Source: an optimization exercise on an open RTL-to-GDS flow (aim: small area and a short achievable clock period). Production flows keep margins and buffers that such runs may drop. In this exercise RTL edits were held to simulation tests only and were not proved equivalent to the original. No activity file was given, so power comes from the tool's default toggle rates.

==> flow/design.v (excerpt) <==
module ALU_TOP #(parameter Width = 16)
(
  input  [Width-1:0] A,
  input  [Width-1:0] B,
  input  [3:0]       ALU_FUN,
  input              CLK,
  input              RST,
  output [Width-1:0] Arith_OUT,
  output             Arith_Flag,
  output             Carry_OUT,
  output [Width-1:0] Logic_Out,
  output             Logic_Flag,
  output [Width-1:0] CMP_OUT,
  output             CMP_Flag,
  output             Shift_Flag,
  output [Width-1:0] Shift_OUT
);
  wire mul1 = (ALU_FUN == 4'b0010);
  wire div1 = (ALU_FUN == 4'b0011);
  wire s1 = ~ALU_FUN[2] & (ALU_FUN[0] | ALU_FUN[3]);
  wire [15:0] bx1 = B ^ {16{s1}};
  wire [16:0] bz1;
  assign bz1[0] = 1'b1;
  assign bz1[1] = bz1[0] & ~B[15];
  assign bz1[2] = bz1[1] & ~B[14];
  assign bz1[3] = bz1[2] & ~B[13];
  assign bz1[4] = bz1[3] & ~B[12];
  assign bz1[5] = bz1[4] & ~B[11];
  assign bz1[6] = bz1[5] & ~B[10];
  assign bz1[7] = bz1[6] & ~B[9];
  assign bz1[8] = bz1[7] & ~B[8];
  assign bz1[9] = bz1[8] & ~B[7];
  assign bz1[10] = bz1[9] & ~B[6];
  assign bz1[11] = bz1[10] & ~B[5];
  assign bz1[12] = bz1[11] & ~B[4];
  assign bz1[13] = bz1[12] & ~B[3];
  assign bz1[14] = bz1[13] & ~B[2];
  assign bz1[15] = bz1[14] & ~B[1];
  assign bz1[16] = bz1[15] & ~B[0];
  ...
Size in the first run: about 2,100 cells after synthesis, roughly 47 flip-flops, about 110 I/O pins, roughly 11,000 um^2 of cells after synthesis.
Settings: LEC_CHECK=0, ABC_AREA=1, CAP_MARGIN=20, CORE_MARGIN=2, CORE_UTILIZATION=40, CTS_BUF_LIST=sky130_fd_sc_hd__clkbuf_8, SLEW_MARGIN=20; clock period 32.0 ns.
standard.sh (not shown) runs the stock make flow with config.mk's settings and CLKGATE_MAP_FILE= SYNTH_SCRIPT=/design/flow/synth_recipe.tcl, a recipe that flattens the netlist after the stock synthesis.
==> flow/flow/run.sh <==
#!/bin/bash
# The standard layout (standard.sh, all ORFS steps), with three changes:
# - synthesis leaves the adders to abc (ADDER_MAP_FILE empty: no full/half
#   adder cells are extracted; registers are untouched);
# - the ports are buffered with the smallest buffer (buf_1);
# - repair_timing aims for 14 ns of setup slack, which makes it size up the
#   critical paths although the 32 ns clock is met.
# All of the tools' output goes to standard.log; ORFS's own logs stay under
# orfs/logs.
export BUFFER_PORTS_ARGS="-buffer_cell sky130_fd_sc_hd__buf_1"
bash standard.sh ADDER_MAP_FILE= SETUP_SLACK_MARGIN=13.5 finish > standard.log 2>&1
The starting point completed with no timing, DRC or antenna violations.
Then changed:
==> flow/flow/run.sh (replaced) <==
#!/bin/bash
# The standard layout, with two changes: synthesis leaves the adders to abc
# (no full/half-adder cells are extracted; registers are untouched), and the
# ports are buffered with the smallest buffer.
export BUFFER_PORTS_ARGS="-buffer_cell sky130_fd_sc_hd__buf_1"
bash standard.sh ADDER_MAP_FILE= SETUP_SLACK_MARGIN=14 finish > standard.log 2>&1
Outcome: Global-route usage stays flat; clock power stays flat; cell count rises slightly; total power rises slightly; synthesized area is unchanged; worst setup slack gains 0.37 ns; wire length rises slightly; flip-flop and latch count stays the same.
Then changed:
==> flow/flow/run.sh (replaced) <==
#!/bin/bash
# The standard layout (standard.sh, all ORFS steps), with three changes:
# - synthesis leaves the adders to abc (ADDER_MAP_FILE empty: no full/half
#   adder cells are extracted; registers are untouched);
# - the ports are buffered with the smallest buffer (buf_1);
# - repair_timing aims for 14 ns of setup slack, which makes it size up the
#   critical paths although the 32 ns clock is met.
# All of the tools' output goes to standard.log; ORFS's own logs stay under
# orfs/logs.
export BUFFER_PORTS_ARGS="-buffer_cell sky130_fd_sc_hd__buf_1"
bash standard.sh ADDER_MAP_FILE= SETUP_SLACK_MARGIN=14 finish > standard.log 2>&1
TNS_END_PERCENT = 10   (was default)
Result: The changed run went through all stages and came out clean. Flip-flop and latch count does not change. Maximum frequency stays the same. Via count is unchanged. Count of clock-buffer cells in the layout is unchanged. Area after synthesis stays the same.
Then changed:
--- a/flow/flow/run.sh
+++ b/flow/flow/run.sh
@@ -11 +11 @@
-bash standard.sh ADDER_MAP_FILE= SETUP_SLACK_MARGIN=14 finish > standard.log 2>&1
+bash standard.sh ADDER_MAP_FILE= SETUP_SLACK_MARGIN=14.5 finish > standard.log 2>&1
CTS_BUF_LIST = sky130_fd_sc_hd__clkbuf_16   (was sky130_fd_sc_hd__clkbuf_8)
TNS_END_PERCENT = default   (was 10)
Outcome:
- synthesized area does not change
- critical path depth climbs by 1
- combinational power climbs by about 4%
- wire length climbs by 2.1%
- core utilization climbs by 2.2 points
- hold slack improves by 0.025 ns
- setup slack improves by 0.24 ns
- count of clock-buffer cells in the layout drops by 1

== raven ==
Starting RTL as in the previous note.
clock: 32.0 ns
lec_check: 0
abc_area: 1
cap_margin: 20
core_margin: 2
core_utilization: 40
slew_margin: 20
==> flow/flow/run.sh <==
#!/bin/bash
# The standard layout (standard.sh, all ORFS steps), with three changes:
# - synthesis leaves the adders to abc (ADDER_MAP_FILE empty: no full/half
#   adder cells are extracted; registers are untouched);
# - the ports are buffered with the smallest buffer (buf_1);
# - repair_timing aims for 14 ns of setup slack, which makes it size up the
#   critical paths although the 32 ns clock is met.
# All of the tools' output goes to standard.log; ORFS's own logs stay under
# orfs/logs.
export BUFFER_PORTS_ARGS="-buffer_cell sky130_fd_sc_hd__buf_1"
bash standard.sh ADDER_MAP_FILE= SETUP_SLACK_MARGIN=14 finish > standard.log 2>&1
Changes in lagoon relative to raven:
# raven
export LEC_CHECK = 0
export ABC_AREA = 1
export CAP_MARGIN = 20
export CORE_MARGIN = 2
export CORE_UTILIZATION = 40
export SLEW_MARGIN = 20
create_clock -name core_clock -period 32.0 [get_ports {CLK}]
# lagoon
export LEC_CHECK = 0
export ABC_AREA = 1
export CAP_MARGIN = 20
export CORE_MARGIN = 2
export CORE_UTILIZATION = 40
export CTS_BUF_LIST = sky130_fd_sc_hd__clkbuf_8
export SLEW_MARGIN = 20
create_clock -name core_clock -period 32.0 [get_ports {CLK}]
==> flow/flow/run.sh <==
#!/bin/bash
# The standard layout, with two changes: synthesis leaves the adders to abc
# (no full/half-adder cells are extracted; registers are untouched), and the
# ports are buffered with the smallest buffer.
export BUFFER_PORTS_ARGS="-buffer_cell sky130_fd_sc_hd__buf_1"
bash standard.sh ADDER_MAP_FILE= SETUP_SLACK_MARGIN=16 finish > standard.log 2>&1
Results
Highest clock frequency the design can meet: higher on lagoon. [compare] base=raven new=lagoon: worst slew margin relative to its limit +16 points, final critical delay including setup and external delays went down 0.62 ns. lagoon: buffering stage count on the worst path with inverters included 1 below raven. Detailed-route wire length per cell for lagoon is higher than for raven. Worst setup path endpoint = Arith_OUT[0]: raven; worst setup path endpoint = Arith_OUT[8]: lagoon.
### lagoon -> maple
-- flow/flow/run.sh --
<<< lagoon, line 5
export BUFFER_PORTS_ARGS="-buffer_cell sky130_fd_sc_hd__buf_1"
bash standard.sh ADDER_MAP_FILE= SETUP_SLACK_MARGIN=16 finish > standard.log 2>&1
>>> maple, line 5
export BUFFER_PORTS_ARGS="-buffer_cell sky130_fd_sc_hd__buf_1"
bash standard.sh ADDER_MAP_FILE= finish > standard.log 2>&1
Total power (maple over lagoon): decrease, about 30%
Total inserted antenna cells, maple and lagoon: larger value in lagoon
The fraction of area in registers of maple exceeds that of lagoon by 2.3 points.
The higher worst path arrival time came out of maple.
Edits applied to the flow inputs when going from maple to indigo:
# maple
export LEC_CHECK = 0
export ABC_AREA = 1
export CAP_MARGIN = 20
export CORE_MARGIN = 2
export CORE_UTILIZATION = 40
export CTS_BUF_LIST = sky130_fd_sc_hd__clkbuf_8
export SLEW_MARGIN = 20
create_clock -name core_clock -period 32.0 [get_ports {CLK}]
# indigo
export LEC_CHECK = 0
export ABC_AREA = 1
export CAP_MARGIN = 0
export CORE_MARGIN = 2
export CORE_UTILIZATION = 40
export CTS_BUF_LIST = sky130_fd_sc_hd__clkbuf_8
export SLEW_MARGIN = 0
create_clock -name core_clock -period 32.0 [get_ports {CLK}]
==> flow/flow/run.sh <==
#!/bin/bash
# The standard layout (standard.sh, all ORFS steps), with three changes:
# - synthesis leaves the adders to abc (ADDER_MAP_FILE empty: no full/half
#   adder cells are extracted; registers are untouched);
# - the ports are buffered with the smallest buffer (buf_1);
# - repair_timing aims for 14 ns of setup slack, which makes it size up the
#   critical paths although the 32 ns clock is met.
# All of the tools' output goes to standard.log; ORFS's own logs stay under
# orfs/logs.
export BUFFER_PORTS_ARGS="-buffer_cell sky130_fd_sc_hd__buf_1"
bash standard.sh ADDER_MAP_FILE= SETUP_SLACK_MARGIN=14 finish > standard.log 2>&1
Findings:
| met2 track demand over resource in global routing | maple vs indigo | ≈ equal |. Compared with maple, indigo has extra setup slack. In the final reports, the cell area of indigo is larger than that of maple. Internal power summed over all cells: indigo > maple. In indigo the clock network power share turned out 0.3 points lower than in maple. Sum of routed wire length over all layers: indigo vs maple up 900 um.

## quartz
Another version of the RTL of ALU_TOP (not shown whole).
Size: roughly 1400 cells after synthesis, ~48 flip-flops, ~9400 um2 of cells after synthesis.
export LEC_CHECK = 0
export ABC_AREA = 1
export CAP_MARGIN = 20
export CORE_MARGIN = 2
export CORE_UTILIZATION = 40
export CTS_BUF_LIST = sky130_fd_sc_hd__clkbuf_4 sky130_fd_sc_hd__clkbuf_8
export SLEW_MARGIN = 20
create_clock -name core_clock -period 32.0 [get_ports {CLK}]
==> flow/flow/run.sh <==
#!/bin/bash
# The standard layout, with the smallest buffer on the ports.
export BUFFER_PORTS_ARGS="-buffer_cell sky130_fd_sc_hd__buf_1"
bash standard.sh > standard.log 2>&1
quartz finished every step from synthesis to the final layout, and the layout passed the timing, DRC and antenna checks.
What willow does differently from quartz at the input level:
- a change of CTS_BUF_LIST from sky130_fd_sc_hd__clkbuf_4 sky130_fd_sc_hd__clkbuf_8 to sky130_fd_sc_hd__clkbuf_8
Results
Re detailed-routing iteration count for the pre-antenna-repair pass: no difference whatsoever between quartz and willow. The number of pins with negative max-slew slack in the final report of quartz and that of willow are within noise of each other. Time the final worst path needs with I/O delays and setup on willow is down relative to quartz. Reported for quartz and willow, sequential cell area in the final layout turned out identical to the last digit. Cmp quartz and willow / relative slew slack / lower: willow. willow and quartz ended up with roughly the same total power consumption of the routed design.

rev 12:
RTL: one of the versions met above, not the one the previous note started from.
Size: ~47 flip-flops, ~110 I/O pins, roughly 0.011 mm2 of cells after synthesis.
==> flow/design.v (excerpt) <==
module ALU_TOP #(parameter Width = 16)
(
  input  [Width-1:0] A,
  input  [Width-1:0] B,
  input  [3:0]       ALU_FUN,
  input              CLK,
  input              RST,
  output [Width-1:0] Arith_OUT,
  output             Arith_Flag,
  output             Carry_OUT,
  output [Width-1:0] Logic_Out,
  output             Logic_Flag,
  output [Width-1:0] CMP_OUT,
  output             CMP_Flag,
  output             Shift_Flag,
  output [Width-1:0] Shift_OUT
);
export LEC_CHECK = 0
export ABC_AREA = 1
export CAP_MARGIN = 20
export CORE_MARGIN = 2
export CORE_UTILIZATION = 40
export CTS_BUF_LIST = sky130_fd_sc_hd__clkbuf_8
export SLEW_MARGIN = 20
create_clock -name core_clock -period 32.0 [get_ports {CLK}]
==> flow/flow/run.sh <==
#!/bin/bash
# The standard layout, with two changes: synthesis leaves the adders to abc
# (no full/half-adder cells are extracted; registers are untouched), and the
# ports are buffered with the smallest buffer.
export BUFFER_PORTS_ARGS="-buffer_cell sky130_fd_sc_hd__buf_1"
bash standard.sh ADDER_MAP_FILE= SETUP_SLACK_MARGIN=15 finish > standard.log 2>&1
[inputs] rev 13 vs rev 12
Settings: CTS_BUF_LIST changed from sky130_fd_sc_hd__clkbuf_8 to sky130_fd_sc_hd__clkbuf_16.
==> flow/flow/run.sh <==
#!/bin/bash
# The standard layout (standard.sh, all ORFS steps), with three changes:
# - synthesis leaves the adders to abc (ADDER_MAP_FILE empty: no full/half
#   adder cells are extracted; registers are untouched);
# - the ports are buffered with the smallest buffer (buf_1);
# - repair_timing aims for 14 ns of setup slack, which makes it size up the
#   critical paths although the 32 ns clock is met.
# All of the tools' output goes to standard.log; ORFS's own logs stay under
# orfs/logs.
export BUFFER_PORTS_ARGS="-buffer_cell sky130_fd_sc_hd__buf_1"
bash standard.sh ADDER_MAP_FILE= SETUP_SLACK_MARGIN=14 finish > standard.log 2>&1
Results
Result for rev 13 and rev 12: all clean. In rev 13 the data arrival time of the critical path turned out 0.64 ns higher than in rev 12. Taking rev 12 as the reference, in rev 13 actual transition at the worst max-transition pin now sits lower, design area moved down, peak per-stage delay on the critical path down 0.04 ns, critical path data required time roughly the same. The higher maximum net fanout on the critical path of rev 13 and rev 12 is in rev 13. Delta (rev 13 minus rev 12): final critical path time including I/O delays and setup rose by 0.64 ns; internal portion of total power fell by 0.021 mW.

## job 1304
ALU_TOP again, from the RTL that the note above started with.
==> flow/design.v (excerpt) <==
module ALU_TOP #(parameter Width = 16)
(
  input  [Width-1:0] A,
  input  [Width-1:0] B,
  input  [3:0]       ALU_FUN,
  input              CLK,
  input              RST,
  output [Width-1:0] Arith_OUT,
  output             Arith_Flag,
  output             Carry_OUT,
  output [Width-1:0] Logic_Out,
  output             Logic_Flag,
  output [Width-1:0] CMP_OUT,
  output             CMP_Flag,
  output             Shift_Flag,
  output [Width-1:0] Shift_OUT
);
export LEC_CHECK = 0
export ABC_AREA = 1
export CAP_MARGIN = 20
export CORE_MARGIN = 2
export CORE_UTILIZATION = 40
export CTS_BUF_LIST = sky130_fd_sc_hd__clkbuf_8
export SLEW_MARGIN = 20
create_clock -name core_clock -period 32.0 [get_ports {CLK}]
==> flow/flow/run.sh <==
#!/bin/bash
# The standard layout (standard.sh, all ORFS steps), with three changes:
# - synthesis leaves the adders to abc (ADDER_MAP_FILE empty: no full/half
#   adder cells are extracted; registers are untouched);
# - the ports are buffered with the smallest buffer (buf_1);
# - repair_timing aims for 14 ns of setup slack, which makes it size up the
#   critical paths although the 32 ns clock is met.
# All of the tools' output goes to standard.log; ORFS's own logs stay under
# orfs/logs.
export BUFFER_PORTS_ARGS="-buffer_cell sky130_fd_sc_hd__buf_1"
bash standard.sh ADDER_MAP_FILE= SETUP_SLACK_MARGIN=14.5 finish > standard.log 2>&1
Edits applied to the flow inputs when going from job 1304 to job 5825:
==> flow/flow/run.sh <==
#!/bin/bash
export BUFFER_PORTS_ARGS="-buffer_cell sky130_fd_sc_hd__buf_1"
cp -r "$FLOW_HOME/scripts" ./scripts_abc
printf 'strash\ndc2\ndch\nmap -B 0.9\ntopo\nstime -c\nbuffer -c\nupsize -c\ndnsize -c\n' > scripts_abc/abc_area.script
bash standard.sh SCRIPTS_DIR=$PWD/scripts_abc ADDER_MAP_FILE= SETUP_SLACK_MARGIN=12.5 finish > standard.log 2>&1
Notes after the runs:
- Job 5825 vs job 1304: routed wire length down by more than 10%
- [job 5825 vs job 1304] multi-input gate share of the layout cell area: lower in job 5825
- The initial antenna violation count in job 5825 sits 2 below the value recorded for job 1304.
- Re clock buffer and inverter area fraction after layout: job 1304 and job 5825 aren't equal, and the lower value belongs to job 1304.
- Job 1304 → job 5825: share of cell area taken by muxes after synthesis shows an increase of 0.37 points, final critical path time including I/O delays and setup shows an increase of 2520 ps.
Changes in job 3390 relative to job 5825:
# job 5825
export LEC_CHECK = 0
export ABC_AREA = 1
export CAP_MARGIN = 20
export CORE_MARGIN = 2
export CORE_UTILIZATION = 40
export CTS_BUF_LIST = sky130_fd_sc_hd__clkbuf_8
export SLEW_MARGIN = 20
create_clock -name core_clock -period 32.0 [get_ports {CLK}]
# job 3390
export LEC_CHECK = 0
export ABC_AREA = 1
export CAP_MARGIN = 20
export CORE_MARGIN = 2
export CORE_UTILIZATION = 55
export CTS_BUF_LIST = sky130_fd_sc_hd__clkbuf_8
export SLEW_MARGIN = 20
create_clock -name core_clock -period 32.0 [get_ports {CLK}]
==> flow/flow/run.sh <==
#!/bin/bash
# The standard layout, with two changes: synthesis leaves the adders to abc
# (no full/half-adder cells are extracted; registers are untouched), and the
# ports are buffered with the smallest buffer.
export BUFFER_PORTS_ARGS="-buffer_cell sky130_fd_sc_hd__buf_1"
bash standard.sh ADDER_MAP_FILE= finish > standard.log 2>&1
### Flow results
Global-route track usage on met1 in job 3390 vs job 5825: up 8.8 points
Relative to job 5825, largest voltage drop on the vdd net has increased by 17% in job 3390.
Sort job 3390 and job 5825 by number of buffers and inverters on the critical path, descending, and job 5825 comes first.
Job 3390: clock-net power 21% below job 5825
Taking job 5825 over job 3390, the internal power summed over all cells ratio works out to 1.16.
Job 3390 ended up with a higher global-route usage than job 5825 did.
Comparing job 3390 against job 5825, there is no change at all in number of antenna diodes.
Global-route track usage on met2 | job 3390 above job 5825
Job 3390 reports a lower fraction of the cycle the final worst path needs than job 5825 does.
Edits applied to the flow inputs when going from job 3390 to job 6131:
# job 3390
export LEC_CHECK = 0
export ABC_AREA = 1
export CAP_MARGIN = 20
export CORE_MARGIN = 2
export CORE_UTILIZATION = 55
export CTS_BUF_LIST = sky130_fd_sc_hd__clkbuf_8
export SLEW_MARGIN = 20
create_clock -name core_clock -period 32.0 [get_ports {CLK}]
# job 6131
export LEC_CHECK = 0
export ABC_AREA = 1
export CAP_MARGIN = 20
export CORE_MARGIN = 2
export CORE_UTILIZATION = 40
export CTS_BUF_LIST = sky130_fd_sc_hd__clkbuf_8
export SLEW_MARGIN = 20
create_clock -name core_clock -period 32.0 [get_ports {CLK}]
==> flow/flow/run.sh <==
#!/bin/bash
# The standard layout (standard.sh, all ORFS steps), with three changes:
# - synthesis leaves the adders to abc (ADDER_MAP_FILE empty: no full/half
#   adder cells are extracted; registers are untouched);
# - the ports are buffered with the smallest buffer (buf_1);
# - repair_timing aims for 14 ns of setup slack, which makes it size up the
#   critical paths although the 32 ns clock is met.
# All of the tools' output goes to standard.log; ORFS's own logs stay under
# orfs/logs.
export BUFFER_PORTS_ARGS="-buffer_cell sky130_fd_sc_hd__buf_1"
bash standard.sh ADDER_MAP_FILE= SETUP_SLACK_MARGIN=14 RECOVER_POWER=100 finish > standard.log 2>&1
==> notes.md <==
Maximum fanout encountered on the critical timing path (job 6131 vs. job 3390) increases by a few percent. [compare] base=job 3390 new=job 6131: final-stage net count moved up, transition time of the tightest slew-check pin went up 640 ps, cell count after placement up 3.2%. Layout overhead on the synthesized area, job 6131 and job 3390, lower one = job 3390. The flow completed for job 6131, but it is not clean: the layout still shows max-capacitance violations, max-slew violations. Between job 6131 and job 3390, the starting utilization of the core area is higher for job 3390. Looking at share of power burned in the clock network, job 6131 sits 0.6 points higher than job 3390 does.
> inputs changed (job 6131 -> job 1464)
--- a/flow/flow/run.sh
+++ b/flow/flow/run.sh
@@ -9,3 +9,3 @@
 # orfs/logs.
 export BUFFER_PORTS_ARGS="-buffer_cell sky130_fd_sc_hd__buf_1"
-bash standard.sh ADDER_MAP_FILE= SETUP_SLACK_MARGIN=14 RECOVER_POWER=100 finish > standard.log 2>&1
+bash standard.sh ADDER_MAP_FILE= SETUP_SLACK_MARGIN=13 finish > standard.log 2>&1
Findings:
- In summary, job 1464 completed successfully, with a layout that passed the timing, DRC and antenna checks.
- Job 1464: relative slew slack 60 points above job 6131
- Job 6131 -> job 1464: total power consumption of the routed design decreased slightly
- Diff job 1464..job 6131 | number of global-route vias before repair | negligible
- Switching component of the power sits lower in job 1464 than in job 6131.
- NOTE: maximum fanout encountered on the critical timing path in job 1464 falls short of that of job 6131
- [compare] base=job 6131 new=job 1464: worst hold margin comparable; total number of vias went down; routed wire length fell about 2.3%.

-- re-timing with driven ports --
The results above use ideal ports. As a check the final layouts listed here were re-extracted and re-timed, cells and wires unchanged. Step 1 assumes that a clkbuf_16 drives the clock port and a buf_2 every other input. Step 2, shift: input delay + t, output delay - t, t = (earliest + latest rising clock arrival at the registers) / 2. This alone moves slack from input paths to output paths. Slacks: no drivers / after step 1 / after step 2; pairs: no drivers / after step 1.
run | shift t [ns] | setup WS [ns] | worst setup path at the end
the first run of note 1 | 0.348 | 14.401 / 14.367 / 14.715 | register to output
the second run of note 1 | 0.348 | 14.775 / 14.741 / 15.088 | register to output
the third run of note 1 | 0.348 | 14.775 / 14.741 / 15.088 | register to output
the fourth run of note 1 | 0.336 | 15.016 / 14.975 / 15.311 | register to output
raven | 0.334 | 14.630 / 14.590 / 14.924 | register to output
lagoon | 0.353 | 15.254 / 15.218 / 15.571 | register to output
maple | 0.348 | 13.236 / 13.202 / 13.550 | register to output
indigo | 0.348 | 14.775 / 14.741 / 15.088 | register to output
quartz | 0.351 | 9.039 / 9.060 / 8.709 | input to register
willow | 0.352 | 9.047 / 9.069 / 8.717 | input to register
rev 12 | 0.350 | 15.234 / 15.199 / 15.549 | register to output
rev 13 | 0.333 | 14.593 / 14.553 / 14.886 | register to output
job 1304 | 0.347 | 15.086 / 15.052 / 15.399 | register to output
job 5825 | 0.338 | 12.571 / 12.537 / 12.875 | register to output
job 3390 | 0.331 | 13.371 / 13.338 / 13.668 | register to output
job 6131 | 0.347 | 9.831 / 9.797 / 10.143 | register to output
job 1464 | 0.348 | 14.101 / 14.067 / 14.414 | register to output
